From an optimization exercise on the open Yosys and OpenROAD flow, aimed at a short achievable clock period and few clock cycles; shortcuts taken in it are not production practice. Only simulation tests tie the RTL to the original design; equivalence was not proved. No activity file was given, so power comes from the tool's default toggle rates.

`design/flow/design.v`:
```
module riscv (
    input wire clk,
    input wire rst,   
    input  wire [31:0] inst_i,
    output wire [31:0] inst_addr_o,
    output wire        inst_ce_o,
    input  wire [31:0] data_i,
    output wire        data_we_o,
    output wire        data_ce_o,
    output wire [31:0] data_addr_o,
    output wire [31:0] data_o
);
    reg  [31:0] f_pc;
    reg         f_run;
    reg         d_valid;
    reg  [4:0]  d_rs1, d_rs2, d_rd;
    reg  [31:0] d_pc, d_pc4;
    reg  [31:0] d_r1, d_r2;           
    reg  [31:0] d_immpc;              
    reg  [31:0] d_immalu;             
    reg         d_op, d_opimm, d_load, d_store, d_br, d_lui, d_auipc, d_jal, d_jalr;
    reg         d_use1, d_use2, d_useimm, d_wen, d_pred;
    reg  [10:0] d_alu;                
    reg  [5:0]  d_bf;                 
    reg         d_fpred;              
    reg         d_dep1, d_dep2, d_nm1, d_nm2, d_nml1, d_nml2, d_nw1, d_nw2;
    reg         d_bnop, d_bskip;      
    reg         x_valid;
    reg         x_wen, x_load, x_store, x_br, x_jalr, x_pred, x_skip;
    reg  [4:0]  x_rd;
    reg  [31:0] x_a, x_b, x_s, x_pre, x_alt;
    reg  [31:0] x_eb;                 
    reg         x_nf;                 
    reg         x_fa, x_fb, x_fs;     
    reg  [10:0] x_alu;
    reg  [5:0]  x_bf;
    reg         m_wen, m_load, m_store, m_ce;
    reg         m_jr;                 
    reg  [31:0] m_jtgt;
    reg  [4:0]  m_rd;
    reg  [31:0] m_res, m_sdata;
    reg         w_wen;
    reg  [4:0]  w_rd;
    reg  [31:0] w_data;
    reg  [31:0] rf [1:31];
    localparam A_ADD = 0, A_SUB = 1, A_SLL = 2, A_SLT = 3, A_SLTU = 4, A_XOR = 5,
               A_SRL = 6, A_SRA = 7, A_OR = 8, A_AND = 9, A_PRE = 10;
    localparam B_EQ = 0, B_NE = 1, B_LT = 2, B_GE = 3, B_LTU = 4, B_GEU = 5;
    wire [31:0] wb_data = m_load ? data_i : m_res;
    assign data_addr_o = m_res;
    assign data_o      = m_sdata;
    assign data_we_o   = m_store;
    assign data_ce_o   = m_ce;
    always @(posedge clk) begin
        if (m_wen) rf[m_rd] <= wb_data;
        w_rd   <= m_rd;
        w_data <= wb_data;
    end
    always @(posedge clk) begin
        w_wen <= m_wen;
    end
    wire [31:0] fi  = inst_i;
    wire [4:0]  fop = fi[6:2];
    wire        fok = fi[1:0] == 2'b11;
    wire [2:0]  ff3 = fi[14:12];
    wire        f30 = fi[30];
    wire [4:0]  frs1 = fi[19:15];
    wire [4:0]  frs2 = fi[24:20];
    wire [4:0]  frd  = fi[11:7];
    wire f_op    = fok && fop == 5'b01100;
    wire f_opimm = fok && fop == 5'b00100;
    wire f_load  = fok && fop == 5'b00000;
    wire f_store = fok && fop == 5'b01000;
    wire f_br    = fok && fop == 5'b11000;
    wire f_lui   = fok && fop == 5'b01101;
    wire f_auipc = fok && fop == 5'b00101;
    wire f_jal   = fok && fop == 5'b11011;
    wire f_jalr  = fok && fop == 5'b11001;
    wire f_arith = f_op | f_opimm;
    wire [31:0] fimm_i = {{20{fi[31]}}, fi[31:20]};
    wire [31:0] fimm_s = {{20{fi[31]}}, fi[31:25], fi[11:7]};
    wire [31:0] fimm_b = {{20{fi[31]}}, fi[7], fi[30:25], fi[11:8], 1'b0};
    wire [31:0] fimm_u = {fi[31:12], 12'b0};
    wire [31:0] fimm_j = {{12{fi[31]}}, fi[19:12], fi[20], fi[30:21], 1'b0};
    wire [10:0] f_alu;
    assign f_alu[A_ADD]  = (f_arith & ff3 == 3'b000 & ~(f_op & f30)) | f_load | f_store;
    assign f_alu[A_SUB]  = f_op & ff3 == 3'b000 & f30;
    assign f_alu[A_SLL]  = f_arith & ff3 == 3'b001;
    assign f_alu[A_SLT]  = f_arith & ff3 == 3'b010;
    assign f_alu[A_SLTU] = f_arith & ff3 == 3'b011;
    assign f_alu[A_XOR]  = f_arith & ff3 == 3'b100;
    assign f_alu[A_SRL]  = f_arith & ff3 == 3'b101 & ~f30;
    assign f_alu[A_SRA]  = f_arith & ff3 == 3'b101 & f30;
    assign f_alu[A_OR]   = f_arith & ff3 == 3'b110;
    assign f_alu[A_AND]  = f_arith & ff3 == 3'b111;
    assign f_alu[A_PRE]  = f_lui | f_auipc | f_jal | f_jalr;
    wire [5:0] f_bf;
    assign f_bf[B_EQ]  = ff3 == 3'b000;
    assign f_bf[B_NE]  = ff3 == 3'b001;
    assign f_bf[B_LT]  = ff3 == 3'b100;
    assign f_bf[B_GE]  = ff3 == 3'b101;
    assign f_bf[B_LTU] = ff3 == 3'b110;
    assign f_bf[B_GEU] = ff3 == 3'b111;
    wire [31:0] f_r1 = (frs1 == 5'd0) ? 32'd0 : rf[frs1];
    wire [31:0] f_r2 = (frs2 == 5'd0) ? 32'd0 : rf[frs2];
    wire [31:0] d_target = d_pc + d_immpc;       
    wire [31:0] d_auipc_val = {d_pc[31:12] + d_immpc[31:12], d_pc[11:0]};
    wire [31:0] rs1_val = (m_wen && m_rd == d_rs1) ? wb_data :
                          (w_wen && w_rd == d_rs1) ? w_data : d_r1;
    wire [31:0] rs2_val = (m_wen && m_rd == d_rs2) ? wb_data :
                          (w_wen && w_rd == d_rs2) ? w_data : d_r2;
    wire load_use = d_valid && x_valid && x_load &&
                    ((d_use1 && x_rd == d_rs1) || (d_use2 && x_rd == d_rs2));
    wire jr_early = d_jalr && x_valid && x_wen && x_alu[A_PRE] && x_rd == d_rs1;
    wire [31:0] jr_sum = x_pre + d_immalu;
    wire c00 = ~x_fa & ~x_fb;
    wire c10 =  x_fa & ~x_fb;
    wire c01 = ~x_fa &  x_fb;
    wire c11 =  x_fa &  x_fb;
    wire [31:0] a = x_fa ? m_res : x_a;
    wire [31:0] b = x_fb ? m_res : x_b;
    wire [31:0] s = x_fs ? m_res : x_s;
    wire [31:0] sum00 = x_a + x_b;
    wire [31:0] sum10 = m_res + x_b;
    wire [31:0] sum01 = x_a + m_res;
    wire [31:0] sum11 = {m_res[30:0], 1'b0};
    wire [31:0] sum = ({32{c00}} & sum00) | ({32{c10}} & sum10) |
                      ({32{c01}} & sum01) | ({32{c11}} & sum11);
    wire [31:0] dif00 = x_a - x_b;
    wire [31:0] dif10 = m_res - x_b;
    wire [31:0] dif01 = x_a - m_res;
    wire [31:0] dif = ({32{c00}} & dif00) | ({32{c10}} & dif10) | ({32{c01}} & dif01);
    wire ltu00 = x_a < x_b;
    wire ltu10 = m_res < x_b;
    wire ltu01 = x_a < m_res;
    wire lt00  = (x_a[31] ^ x_b[31]) ? x_a[31] : ltu00;
    wire lt10  = (m_res[31] ^ x_b[31]) ? m_res[31] : ltu10;
    wire lt01  = (x_a[31] ^ m_res[31]) ? x_a[31] : ltu01;
    wire eq00  = x_a == x_b;
    wire eq10  = m_res == x_b;
    wire eq01  = x_a == m_res;
    wire ltu = (c00 & ltu00) | (c10 & ltu10) | (c01 & ltu01);
    wire lt  = (c00 & lt00) | (c10 & lt10) | (c01 & lt01);
    wire t00 = (x_bf[B_EQ] & eq00) | (x_bf[B_NE] & ~eq00) | (x_bf[B_LT] & lt00) |
               (x_bf[B_GE] & ~lt00) | (x_bf[B_LTU] & ltu00) | (x_bf[B_GEU] & ~ltu00);
    wire t10 = (x_bf[B_EQ] & eq10) | (x_bf[B_NE] & ~eq10) | (x_bf[B_LT] & lt10) |
               (x_bf[B_GE] & ~lt10) | (x_bf[B_LTU] & ltu10) | (x_bf[B_GEU] & ~ltu10);
    wire t01 = (x_bf[B_EQ] & eq01) | (x_bf[B_NE] & ~eq01) | (x_bf[B_LT] & lt01) |
               (x_bf[B_GE] & ~lt01) | (x_bf[B_LTU] & ltu01) | (x_bf[B_GEU] & ~ltu01);
    wire t11 = x_bf[B_EQ] | x_bf[B_GE] | x_bf[B_GEU];
    wire taken = (c00 & t00) | (c10 & t10) | (c01 & t01) | (c11 & t11);
    wire signed [31:0] a_s = a;
    wire [31:0] shl = a << b[4:0];
    wire [31:0] shr = a >> b[4:0];
    wire [31:0] sha = a_s >>> b[4:0];
    wire [31:0] result =
        ({32{x_alu[A_ADD]}}  & sum) |
        ({32{x_alu[A_SUB]}}  & dif) |
        ({32{x_alu[A_SLL]}}  & shl) |
        ({32{x_alu[A_SLT]}}  & {31'd0, lt}) |
        ({32{x_alu[A_SLTU]}} & {31'd0, ltu}) |
        ({32{x_alu[A_XOR]}}  & (a ^ b)) |
        ({32{x_alu[A_SRL]}}  & shr) |
        ({32{x_alu[A_SRA]}}  & sha) |
        ({32{x_alu[A_OR]}}   & (a | b)) |
        ({32{x_alu[A_AND]}}  & (a & b)) |
        ({32{x_alu[A_PRE]}}  & x_pre);
    wire x_mispred = x_valid & x_br & (taken ^ x_pred);
    wire x_kill    = x_valid & x_skip & taken;    
    wire x_jr      = x_valid & x_jalr & !m_jr;
    wire x_redir   = x_mispred;
    wire [31:0] x_target = x_alt;
    wire fwd_ok = x_valid && x_wen && !x_load;
    wire dep1 = d_dep1;
    wire dep2 = d_dep2;
    wire mld1 = d_nml1;
    wire mld2 = d_nml2;
    wire x_add_t = x_alu[A_ADD] | x_alu[A_SUB];
    wire x_pre_t = x_alu[A_PRE];
    function eqsum;
        input [31:0] ea, eb, v;
        input        cin;
        reg   [31:0] c, m;
        begin
            c = ea ^ eb ^ v;
            m = (ea & eb) | (ea & c) | (eb & c);
            eqsum = (c[0] == cin) && (c[31:1] == m[30:0]);
        end
    endfunction
    wire e_m  = eqsum(x_a, x_eb, m_res, x_alu[A_SUB]);
    wire e_w  = eqsum(x_a, x_eb, w_data, x_alu[A_SUB]);
    wire e_r1 = eqsum(x_a, x_eb, d_r1, x_alu[A_SUB]);
    wire e_r2 = eqsum(x_a, x_eb, d_r2, x_alu[A_SUB]);
    wire e_o1 = d_nm1 ? e_m : (d_nw1 ? e_w : e_r1);     
    wire e_o2 = d_nm2 ? e_m : (d_nw2 ? e_w : e_r2);     
    wire e_eq = (dep1 & dep2) | (dep1 ? e_o2 : e_o1);
    wire e_ok = d_br && (d_bf[B_EQ] | d_bf[B_NE]) && !d_bnop && !d_bskip &&
                ((dep1 && dep2) ||
                 (dep1 && !dep2 && !mld2 && x_add_t && x_nf) ||
                 (dep2 && !dep1 && !mld1 && x_add_t && x_nf));
    wire e_taken = d_bf[B_EQ] ? e_eq : ~e_eq;
    wire e_mis  = e_ok && (e_taken ^ d_pred);
    wire d_redir  = d_valid && !load_use && (jr_early || (d_pred && !d_fpred) || e_mis);
    wire [31:0] d_rtarget = jr_early ? {jr_sum[31:1], 1'b0} :
                            ((d_pred ^ e_mis) ? d_target : d_pc4);
    assign inst_addr_o = f_pc;
    assign inst_ce_o   = f_run;
    wire [31:0] f_pc4  = f_pc + 32'd4;
    wire        f_isgn  = fi[31];
    wire [8:0]  f_jlo   = {1'b0, f_pc[7:0]} + {1'b0, fimm_j[7:0]};
    wire [8:0]  f_blo   = {1'b0, f_pc[7:0]} + {1'b0, fimm_b[7:0]};
    wire        f_jnear = fimm_j[20:8] == {13{f_isgn}} && f_jlo[8] == f_isgn;
    wire        f_bnear = fimm_b[12:8] == {5{f_isgn}} && f_blo[8] == f_isgn;
    wire        f_jp    = f_jal & f_jnear;
    wire        f_bp    = f_br & f_isgn & f_bnear;
    wire        f_fpred = f_jp | f_bp;
    wire [31:0] f_btgt  = {f_pc[31:8], f_jal ? f_jlo[7:0] : f_blo[7:0]};
    always @(posedge clk or posedge rst) begin
        if (rst) begin
            f_pc  <= 32'd0;
            f_run <= 1'b0;
        end else begin
            f_run <= 1'b1;
            if (m_jr)
                f_pc <= m_jtgt;
            else if (x_redir)
                f_pc <= x_target;
            else if (load_use || !f_run)
                f_pc <= f_pc;
            else if (d_redir)
                f_pc <= d_rtarget;
            else if (f_fpred)
                f_pc <= f_btgt;
            else
                f_pc <= f_pc4;
        end
    end
    always @(posedge clk or posedge rst) begin
        if (rst) begin
            d_valid <= 1'b0;
        end else if (m_jr || x_redir) begin
            d_valid <= 1'b0;
        end else if (!load_use) begin
            d_valid <= f_run && !d_redir;
        end
    end
    wire [4:0] n_rs1 = load_use ? d_rs1 : frs1;
    wire [4:0] n_rs2 = load_use ? d_rs2 : frs2;
    wire       n_xw  = d_valid && !load_use && !x_kill && d_wen && !d_load;
    always @(posedge clk) begin
        d_dep1 <= n_xw && d_rd == frs1;
        d_dep2 <= n_xw && d_rd == frs2;
        d_nm1  <= x_valid && x_wen && x_rd == n_rs1;
        d_nm2  <= x_valid && x_wen && x_rd == n_rs2;
        d_nml1 <= x_valid && x_wen && x_load && x_rd == n_rs1;
        d_nml2 <= x_valid && x_wen && x_load && x_rd == n_rs2;
        d_nw1  <= m_wen && m_rd == n_rs1;
        d_nw2  <= m_wen && m_rd == n_rs2;
    end
    always @(posedge clk) begin
        if (load_use) begin
            d_r1 <= rs1_val;
            d_r2 <= rs2_val;
        end else begin
            d_rs1    <= frs1;
            d_rs2    <= frs2;
            d_rd     <= frd;
            d_pc     <= f_pc;
            d_pc4    <= f_pc4;
            d_r1     <= f_r1;
            d_r2     <= f_r2;
            d_immpc  <= f_jal ? fimm_j : (f_br ? fimm_b : fimm_u);
            d_immalu <= f_store ? fimm_s : fimm_i;
            d_op     <= f_op;
            d_opimm  <= f_opimm;
            d_load   <= f_load;
            d_store  <= f_store;
            d_br     <= f_br;
            d_lui    <= f_lui;
            d_auipc  <= f_auipc;
            d_jal    <= f_jal;
            d_jalr   <= f_jalr;
            d_use1   <= f_arith | f_load | f_store | f_br | f_jalr;
            d_use2   <= f_op | f_store | f_br;
            d_useimm <= f_opimm | f_load | f_store | f_jalr;
            d_wen    <= (f_arith | f_load | f_lui | f_auipc | f_jal | f_jalr) && frd != 5'd0;
            d_pred   <= f_jal | (f_br & fi[31]);
            d_alu    <= f_alu;
            d_bf     <= f_bf;
            d_fpred  <= f_fpred;
            d_bnop   <= f_br & fimm_b == 32'd4;
            d_bskip  <= f_br & fimm_b == 32'd8;
        end
    end
    always @(posedge clk or posedge rst) begin
        if (rst) begin
            x_valid <= 1'b0;
        end else begin
            x_valid <= d_valid && !load_use && !x_redir && !x_kill && !m_jr;
        end
    end
    wire skip_ok = d_bskip && !(f_jal || (f_br && fi[31]));
    always @(posedge clk) begin
        x_wen   <= d_wen;
        x_load  <= d_load;
        x_store <= d_store;
        x_br    <= d_br & !d_bnop & !skip_ok & !e_ok;
        x_skip  <= skip_ok;
        x_jalr  <= d_jalr & !jr_early;
        x_pred  <= d_pred;
        x_rd    <= d_rd;
        x_a     <= rs1_val;
        x_b     <= d_useimm ? d_immalu : rs2_val;
        x_eb    <= (d_useimm ? d_immalu : rs2_val) ^ {32{d_alu[A_SUB]}};
        x_nf    <= !(fwd_ok && (x_rd == d_rs1 || (x_rd == d_rs2 && !d_useimm)));
        x_s     <= rs2_val;
        x_pre   <= d_lui ? d_immpc : (d_auipc ? d_auipc_val : d_pc4);
        x_alt   <= d_pred ? d_pc4 : d_target;
        x_fa    <= fwd_ok && x_rd == d_rs1;
        x_fb    <= fwd_ok && x_rd == d_rs2 && !d_useimm;
        x_fs    <= fwd_ok && x_rd == d_rs2;
        x_alu   <= d_alu;
        x_bf    <= d_bf;
    end
    always @(posedge clk) begin
        m_wen   <= x_valid & !m_jr & x_wen;
        m_load  <= x_valid & !m_jr & x_load;
        m_store <= x_valid & !m_jr & x_store;
        m_ce    <= x_valid & !m_jr & (x_load | x_store);
        m_jr    <= x_jr;
        m_jtgt  <= {sum[31:1], 1'b0};
    end
    always @(posedge clk) begin
        m_rd    <= x_rd;
        m_res   <= result;
        m_sdata <= s;
    end
endmodule
```
`design/flow/run.sh`:
```
#!/bin/bash
# synth_recipe.tcl (not shown) runs the flow's synth.tcl, then flattens the netlist and writes it again
# the make line also repeats each setting of config.mk as NAME=value (left out here)
make -C /OpenROAD-flow-scripts/flow DESIGN_CONFIG=/design/flow/config.mk WORK_HOME=/design/flow/orfs CLKGATE_MAP_FILE= SYNTH_SCRIPT=/design/flow/synth_recipe.tcl finish
```
`design/flow/config.mk`:
```
export PLATFORM = sky130hd
export DESIGN_NAME = riscv
export DESIGN_NICKNAME = riscv
export VERILOG_FILES = /design/flow/design.v
export SDC_FILE = /design/flow/constraint.sdc
export NUM_CORES = 4
export LEC_CHECK = 0
export ABC_CLOCK_PERIOD_IN_PS = 2500
export CAP_MARGIN = 20
export CORE_MARGIN = 2
export CORE_UTILIZATION = 40
export SETUP_SLACK_MARGIN = 5
export SLEW_MARGIN = 20
```
`design/flow/constraint.sdc`:
```
create_clock -name core_clock -period 8.0 [get_ports {clk}]
set_input_delay 1.6000 -clock core_clock [delete_from_list [all_inputs] [get_ports {clk}]]
set_output_delay 1.6000 -clock core_clock [all_outputs]
set_load 0.01 [all_outputs]
```
==> results of run 1 <==
power by group through the flow:
stage / clock network [W] / logic (W) / registers (W)
6_report: 0.00849 / 0.00805 / 0.0102
5_1_grt: 0.00890 / 0.00842 / 0.0102
4_1_cts: 0.00857 / 0.00735 / 0.0101
3_5_place_dp: 0 / 0.00627 / 0.0104
3_3_place_gp: 0 / 0.00625 / 0.0103
2_1_floorplan: 0 / 0.00414 / 0.00999
metal layers:
metal | part of all wire (%) | vias up | global-route usage, %
li1 | - | 30600 | -
met1 | 37 | 37600 | 41.1
met2 | 46 | 4343 | 49.7
met3 | 9.8 | 975 | 6.32
met4 | 7.2 | 10 | 18.1
met5 | 0.018 | - | 0
metrics by stage:
step                area, um^2  hold slack [ns]
floorplan                95700            0.323
global placement        100000            0.325
detailed placement      100000            0.330
CTS                     114000            0.346
global route            117000            0.348
finish                  117000            0.343
repair_timing:
item	4_1_cts	5_1_grt
setup endpoints to repair	427	341
pin swaps	180	158
cloned	41	14
hold buffers	0	0
setup buffers	312	147
gates resized for setup	1380	441
registers in the layout, indices dropped and copies added (netlist names), 11 cells and up:
register / cells
d_alu: 11
x_pre: 32
d_pc: 32
x_s: 32
d_r2: 32
f_pc: 32
x_b: 32
d_pc4: 30
m_res: 32
w_data: 32
x_alt: 32
d_immpc: 31
d_immalu: 11
d_r1: 32
x_alu: 11
m_sdata: 32
x_eb: 32
m_jtgt: 31
x_a: 32
rf: 992
worst register-to-register path, delay by kind of cell (launching register included):
kind,cells,cell delay (ns)
AOI/OAI and AO/OA,9,2.06
adders and majority gates,2,0.52
and+or+nand+nor,2,0.58
buffers and inverters,3,0.30
muxes,1,0.40
DFF,1,0.40
kinds of logic after synthesis:
logic type	share of synthesized area, %
AND/OR/NAND/NOR	8.27
AO/OA/AOI/OAI	11.5
flip-flops	46.7
multiplexers	18.3
buffers and inverters	3.64
XOR/XNOR	4.33
adder cells (fa/ha/maj)	7.23
other	0.00399
path summary, 6_finish.rpt:
path,startpoint,endpoint,slack (ns),cells past startpoint
setup reg to reg,m_res[0]$_DFF_P_,f_pc[17]$_DFFE_PP0P_,3.61,17
hold / removal,d_alu[3]$_DFFE_PN_,x_alu[3]$_DFF_P_,0.34,0
min in group asynchronous,rst,f_run$_DFF_PP0_,1.18,3
max in group asynchronous,rst,f_pc[0]$_DFFE_PP0P_,6.34,3
hold reg to reg,d_alu[3]$_DFFE_PN_,x_alu[3]$_DFF_P_,0.34,0
setup / recovery,m_res[0]$_DFF_P_,f_pc[17]$_DFFE_PP0P_,3.61,17
area by class of cell:
cell class | instances | share of cell area, %
multi-input combinational | 5310 | 44.7
tap | 3132 | 3.35
clock inverter | 99 | 1.02
timing repair buffer | 817 | 7.64
clock buffer | 227 | 4.07
sequential | 1617 | 37.8
inverter | 406 | 1.40
antenna | 8 | 0.0171
layout by cell type (no fill, tap or decap), drive strengths merged, types with 46 or more instances in the layout:
master,Yosys,final
nand4,81,81
a21o,82,84
o21bai,59,59
a211oi,76,76
mux2,81,84
buf,135,723
mux2i,297,298
xnor2,226,226
o22ai,57,57
clkdlybuf4s50,0,46
xor2,238,238
nor2,539,539
nand2,590,593
o211ai,79,79
clkinv,6,71
edfxtp,1132,1132
dfxtp,450,450
clkbuf,346,238
fa,135,135
nor3,131,131
nand2b,47,47
o21ai,393,393
mux4,592,592
nand3,84,84
nor2b,50,50
ha,327,327
a21oi,482,482
inv,400,390
==> impl_metrics.yaml, run 1 <==
pwr:
  p_per_area_nw_per_um2: 228
  p_sw_w: 0.00915
  pwr-share-seq_pct: 38.1
  power_leakage_nw: 41.9
  intPower_w: 0.0176
  finalPower_w: 0.0267
  swShare_pct: 34.2
  pwr-share-comb_pct: 30.1
  ir_drop_v: 0.000232
  clock_power_share_pct: 31.8
clock_tree:
  cts_tree: "built"
  cts_htree_levels: 4
  clk_latency_ns: 0.88
  ctsRootBufferMaster: "clkbuf_16"
  cts_made_buffers: 177
  cts.path.max_buffers: 3
  clk_pin_slew_ns: 0.06
  clock_sinks: 1617
timing:
  skew_ns: 0.100
  worst_slack_ns: 3.61
  setup_viol: 0
  slew_violations: 0
  fin_crit_sh_pct: 54.9
  hold_violations: 0
  tightest_slew_ns: 1.04
  min_period_ns: 4.39
  rsz0062_at_grt: "yes"
  max_slew_margin_pct: 30.7
  fmax_mhz: 228
  fin_tns_setup_ns: 0
worst_setup_path:
  arrival_ns: 5.13
  crit_buf_inv: 3
  worstSetupStartpointType: "register"
  cpLargestDelayFamily: "compound AO/OA/AOI/OAI gates"
  path_max_fanout: 5
  slowest_stage: "o311ai_4"
  path_class: "reg -> reg"
  worstPathRequired_ns: 8.74
  cp_slowest_stage_delay_ns: 0.45
  endpoint_kind: "register"
  crit_chain: "inv_8, ha_4, inv_2, fa_2, a211oi_4, o31ai_4, o311ai_4, a211oi_4, o311ai_2, a31oi_2, a2111oi_4, buf_12, mux2_8, or3_4, nor2_1, o21ai_1, o211ai_1"
  cpMostUsedCell: "a211oi_4"
logic_synthesis:
  synthArstFlopShare_pct: 2.16
  synth_enable_flop_cells: 1132
  synth.most_common_cell: "edfxtp_1"
  synth_area_leader_cell: "edfxtp_1"
  syn-mean-instance-area_um2: 12.0
  yosysUniqueCellTypes: 99
  synth_cells: 7802
  yosysSeqAreaShare_pct: 46.7
  synth_area_leaders: "edfxtp_1 36%, mux4_2 14%, dfxtp_1 9.6%"
  synth.ff_latch_count: 1617
  synth_top_cell_area_share_pct: 36.2
  yosys_warnings: 1
  syn_nets: 8330
  synthFlopType: "edfxtp_1"
  netlist_top_cells_count: "1132 x edfxtp_1, 592 x mux4_2, 588 x nand2_1"
  syn_area_um2: 93900
placed_design:
  placed_cells: 10800
  gp_congestion: 1.03
  detailed_place_hpwl_um: 248000
  dpl_worst_slack_ns: 2.41
  port_buffers: 164
route:
  dr.pass1.iters: 6
  drc: 0
  ant_nets: 0
  viasPerCell: 6.32
  first_iter_violations: 9316
  wl_per_cell_um: 33.6
  wl_um: 390000
  vias: 73500
cells_and_area:
  final_cells: 11600
  multi_input_area_um2: 52400
  ff_latch_area_um2: 44200
  final_core_util_pct: 50.3
  final.fill_count: 20100
  area_growth_syn_to_layout_pct: 24.7
  nets: 8857
  drive_gt1_share_pct: 32.0
grt:
  grt-ovfl-total: 0
  grt_pass1_wl_um: 539000
  globalRouteTotalUtil_pct: 31.7
  grt_pass1_vias: 71200
  grt_max_degree: 106
  antenna_found_initial: 24
floorplanning:
  die_area_um2: 239000
  die_w_um: 489
  core_region_area_um2: 233000
  rows: 177
  initial_core_util_pct: 40.3
  die_h_um: 489
  io_pins: 165
run:
  max_cap_viol_count: 0
outcome:
  status: "finished clean"
hold_path:
  hp-class: "reg -> reg"
Testbench counts, summed over its fixed seeds: cycles 49,649.
==> inputs of run 2 (changes only) <==
--- a/design/flow/design.v
+++ b/design/flow/design.v
@@ -187,17 +187,16 @@
             eqsum = (c[0] == cin) && (c[31:1] == m[30:0]);
         end
     endfunction
-    wire e_m  = eqsum(x_a, x_eb, m_res, x_alu[A_SUB]);
     wire e_w  = eqsum(x_a, x_eb, w_data, x_alu[A_SUB]);
     wire e_r1 = eqsum(x_a, x_eb, d_r1, x_alu[A_SUB]);
     wire e_r2 = eqsum(x_a, x_eb, d_r2, x_alu[A_SUB]);
-    wire e_o1 = d_nm1 ? e_m : (d_nw1 ? e_w : e_r1);     
-    wire e_o2 = d_nm2 ? e_m : (d_nw2 ? e_w : e_r2);     
+    wire e_o1 = d_nw1 ? e_w : e_r1;     
+    wire e_o2 = d_nw2 ? e_w : e_r2;     
     wire e_eq = (dep1 & dep2) | (dep1 ? e_o2 : e_o1);
     wire e_ok = d_br && (d_bf[B_EQ] | d_bf[B_NE]) && !d_bnop && !d_bskip &&
                 ((dep1 && dep2) ||
-                 (dep1 && !dep2 && !mld2 && x_add_t && x_nf) ||
-                 (dep2 && !dep1 && !mld1 && x_add_t && x_nf));
+                 (dep1 && !dep2 && !d_nm2 && x_add_t && x_nf) ||
+                 (dep2 && !dep1 && !d_nm1 && x_add_t && x_nf));
     wire e_taken = d_bf[B_EQ] ? e_eq : ~e_eq;
     wire e_mis  = e_ok && (e_taken ^ d_pred);
     wire d_redir  = d_valid && !load_use && (jr_early || (d_pred && !d_fpred) || e_mis);
==> run 2 against run 1 <==
Net effect: still clean; routed wire length fell by 1.2%; clock skew rose by 0.0020 ns; worst setup slack improved by 0.11 ns; non-clock buffer count rose by 13; maximum frequency rose by 2.7%; synthesized cell count fell by 1.6%; register-to-register slack improved by 0.11 ns; largest cell class unchanged; highest routed layer unchanged.
==> impl_metrics.yaml, run 2 <==
worst_setup_path:
  endpoint_kind: "register"
  worstSetupStartpointType: "register"
  reg2reg_depth: 16
  rr_startpoint: "x_a[30]$_DFF_P_"
  reg2reg_setup_slack_ns: 3.73
  worstPathRequired_ns: 8.79
  path_max_fanout: 11
  path_class: "reg -> reg"
  arrival_ns: 5.06
  r2r_end: "f_pc[16]$_DFFE_PP0P_"
pwr:
  swShare_pct: 35.1
  p_sw_w: 0.00977
  power_leakage_nw: 41.8
  p_per_area_nw_per_um2: 241
  pwr-share-comb_pct: 32.4
  clock_power_share_pct: 30.4
  ir_drop_v: 0.000197
  intPower_w: 0.0181
  pwr-share-seq_pct: 37.2
hold_path:
  hp-class: "reg -> reg"
  min_to: "x_alu[6]$_DFF_P_"
  hold_depth: 0
  worstHoldStart: "d_alu[6]$_DFFE_PN_"
floorplanning:
  rows: 176
  initial_core_util_pct: 40.3
  core_region_area_um2: 230000
  die_area_um2: 236000
  die_w_um: 486
  io_pins: 165
  die_h_um: 486
route:
  vias: 71300
  wl_per_cell_um: 33.8
  drc: 0
  first_iter_violations: 8602
  viasPerCell: 6.25
  dr.pass1.iters: 5
  wl_um: 386000
  ant_nets: 0
cells_and_area:
  area_growth_syn_to_layout_pct: 24.6
  final_core_util_pct: 50.2
  largest_reg_flops: 992
  layout_commonest_cell: "edfxtp_1"
  drive_gt1_share_pct: 31.7
  final.fill_count: 19800
  layout_common_cells: "1132 x edfxtp_1, 591 x mux4_2, 523 x nand2_1"
  top_register: "rf"
  fin_area_um2: 116000
  nets: 8701
  final_cells: 11400
timing:
  rsz0062_at_grt: "yes"
  tightest_slew_ns: 1.08
  slew_violations: 0
  hold_violations: 0
  min_period_ns: 4.27
  max_slew_margin_pct: 27.2
  fin_crit_sh_pct: 53.4
  skew_ns: 0.102
  fin_tns_setup_ns: 0
  worst_slack_ns: 3.73
  setup_viol: 0
  fmax_mhz: 234
logic_synthesis:
  synth_area_leader_cell: "edfxtp_1"
  synthArstFlopShare_pct: 2.17
  yosysUniqueCellTypes: 109
  synth_cells: 7677
  syn_nets: 8174
  yosysSeqAreaShare_pct: 47.2
  synth.ff_latch_count: 1615
  synthFlopType: "edfxtp_1"
  syn-mean-instance-area_um2: 12.1
  synth_area_leaders: "edfxtp_1 37%, mux4_2 14%, dfxtp_1 9.7%"
  syn_area_um2: 92800
  netlist_top_cells_count: "1132 x edfxtp_1, 591 x mux4_2, 549 x nor2_1"
  synth_top_cell_area_share_pct: 36.6
  synth.most_common_cell: "edfxtp_1"
  synth_enable_flop_cells: 1132
  yosys_warnings: 1
grt:
  grtUsageMet3_pct: 5.41
  globalRouteTotalUtil_pct: 31.8
  grt_pass1_wl_um: 532000
  grt-ovfl-total: 0
  use_met2_pct: 50.5
  antenna_found_initial: 28
  grt_max_degree: 65
  busiest_layer: "met2"
  grt_pass1_vias: 69600
  grtUsageMet1_pct: 40.3
clock_tree:
  cts.path.max_buffers: 3
  cts_made_buffers: 178
  clk_latency_ns: 0.89
  ctsRootBufferMaster: "clkbuf_16"
  cts_tree: "built"
  cts_htree_levels: 4
  clk_pin_slew_ns: 0.06
  clock_sinks: 1615
placed_design:
  placed_cell_area_um2: 98900
  port_buffers: 164
  gp_congestion: 1.01
  dpl_worst_slack_ns: 2.41
  placed_cells: 10500
  detailed_place_hpwl_um: 252000
outcome:
  status: "finished clean"
run:
  max_cap_viol_count: 0
==> run 2: power groups by stage <==
stage / combinational [W] / clock, W / sequential [W]
floorplan: 0.00465 / 0 / 0.0102
global placement: 0.00709 / 0 / 0.0106
detailed placement: 0.00707 / 0 / 0.0106
CTS: 0.00840 / 0.00859 / 0.0103
global route: 0.00948 / 0.00890 / 0.0104
finish: 0.00904 / 0.00848 / 0.0104
==> run 2: how the worst max path moves through the flow <==
stage | startpoint | end | slack [ns] | depth (start not counted)
2_1_floorplan | inst_i[22] | f_pc[7]$_DFFE_PP0P_ | 4.19 | 17
3_3_place_gp | x_a[29]$_DFF_P_ | f_pc[30]$_DFFE_PP0P_ | 2.42 | 14
3_5_place_dp | m_res[30]$_DFF_P_ | f_pc[30]$_DFFE_PP0P_ | 2.41 | 15
4_1_cts | x_a[20]$_DFF_P_ | f_pc[31]$_DFFE_PP0P_ | 3.82 | 14
5_1_grt | d_r1[30]$_DFF_P_ | f_pc[16]$_DFFE_PP0P_ | 3.62 | 16
6_report | x_a[30]$_DFF_P_ | f_pc[16]$_DFFE_PP0P_ | 3.73 | 16
==> run 2: cell type report <==
cell class | instances | area [um^2] | share of cell area, %
multi-input combinational | 5151 | 50800 | 43.9
inverter | 427 | 1670 | 1.45
antenna | 22 | 55.1 | 0.0476
timing repair inverter | 1 | 8.76 | 0.00757
timing repair buffer | 830 | 9170 | 7.93
tap | 3026 | 3790 | 3.27
sequential | 1615 | 44200 | 38.2
clock inverter | 101 | 1150 | 0.997
clock buffer | 230 | 4850 | 4.19
==> run 2: critical path: stages, from the launching register on <==
cell	delay, ns
dfxtp_2	0.35
buf_8	0.17
fa_1	0.47
xnor2_1	0.16
nor4_2	0.40
nand4_1	0.37
o31ai_4	0.48
buf_4	0.19
o2bb2ai_1	0.08
o211ai_4	0.25
buf_6	0.19
buf_12	0.16
mux2_2	0.34
nor2_1	0.10
a211oi_1	0.07
o21ai_0	0.28
o211a_1	0.19
==> run 2: through the flow <==
stage	total power (W)	hold slack, ns
after floorplan	0.0148	0.323
after global placement	0.0177	0.325
after detailed placement	0.0177	0.327
after CTS	0.0273	0.341
after global routing	0.0288	0.347
final	0.0279	0.341
==> run 2: logic make-up after synthesis <==
family | share of synthesized area (%)
AO/OA/AOI/OAI | 11.2
XOR/XNOR | 4.29
adder cells (fa/ha/maj) | 6.65
buffers and inverters | 3.83
flip-flops | 47.2
multiplexers | 18.7
other | 0.00404
AND/OR/NAND/NOR | 8.07
==> run 2: metal layers <==
metal | wire, um | vias up
li1 | - | 30100
met1 | 146000 | 36400
met2 | 178000 | 3849
met3 | 32400 | 941
met4 | 29400 | 14
met5 | 98 | -
==> run 2: timing repair <==
item / in CTS / in global routing
setup buffers: 299 / 158
resized for setup: 1480 / 313
hold buffers: 0 / 0
pin swaps: 180 / 157
endpoints found under the setup margin: 471 / 324
gates cloned: 41 / 10
Testbench counts of run 2, summed over its fixed seeds: cycles 49,649.

## re-timing with driven ports
Ports are ideal in the flow. The routed layouts listed here were re-timed in OpenROAD.
Step 1, drivers: a clkbuf_16 drives clk and a buf_2 each remaining input, both assumed.
Step 2, shift: input delay + t, output delay - t, t = (earliest + latest rising clock arrival at the registers) / 2. This alone moves slack from input paths to output paths.
a / b / c = ideal / step 1 / step 2; a / b = the first two.
| run | t, ns | setup slack, ns | worst slew at a driven data input, ns |
|---|---|---|---|
| run 1 | 0.925 | 3.611 / 3.611 / 3.080 | 0.25 |
| run 2 | 0.924 | 3.725 / 3.725 / 3.206 | 0.41 |
After both steps every run listed still meets setup and hold. The setup slack of run 1, which loses most, moves by 0.000 ns with the drivers and by -0.531 ns with both steps.
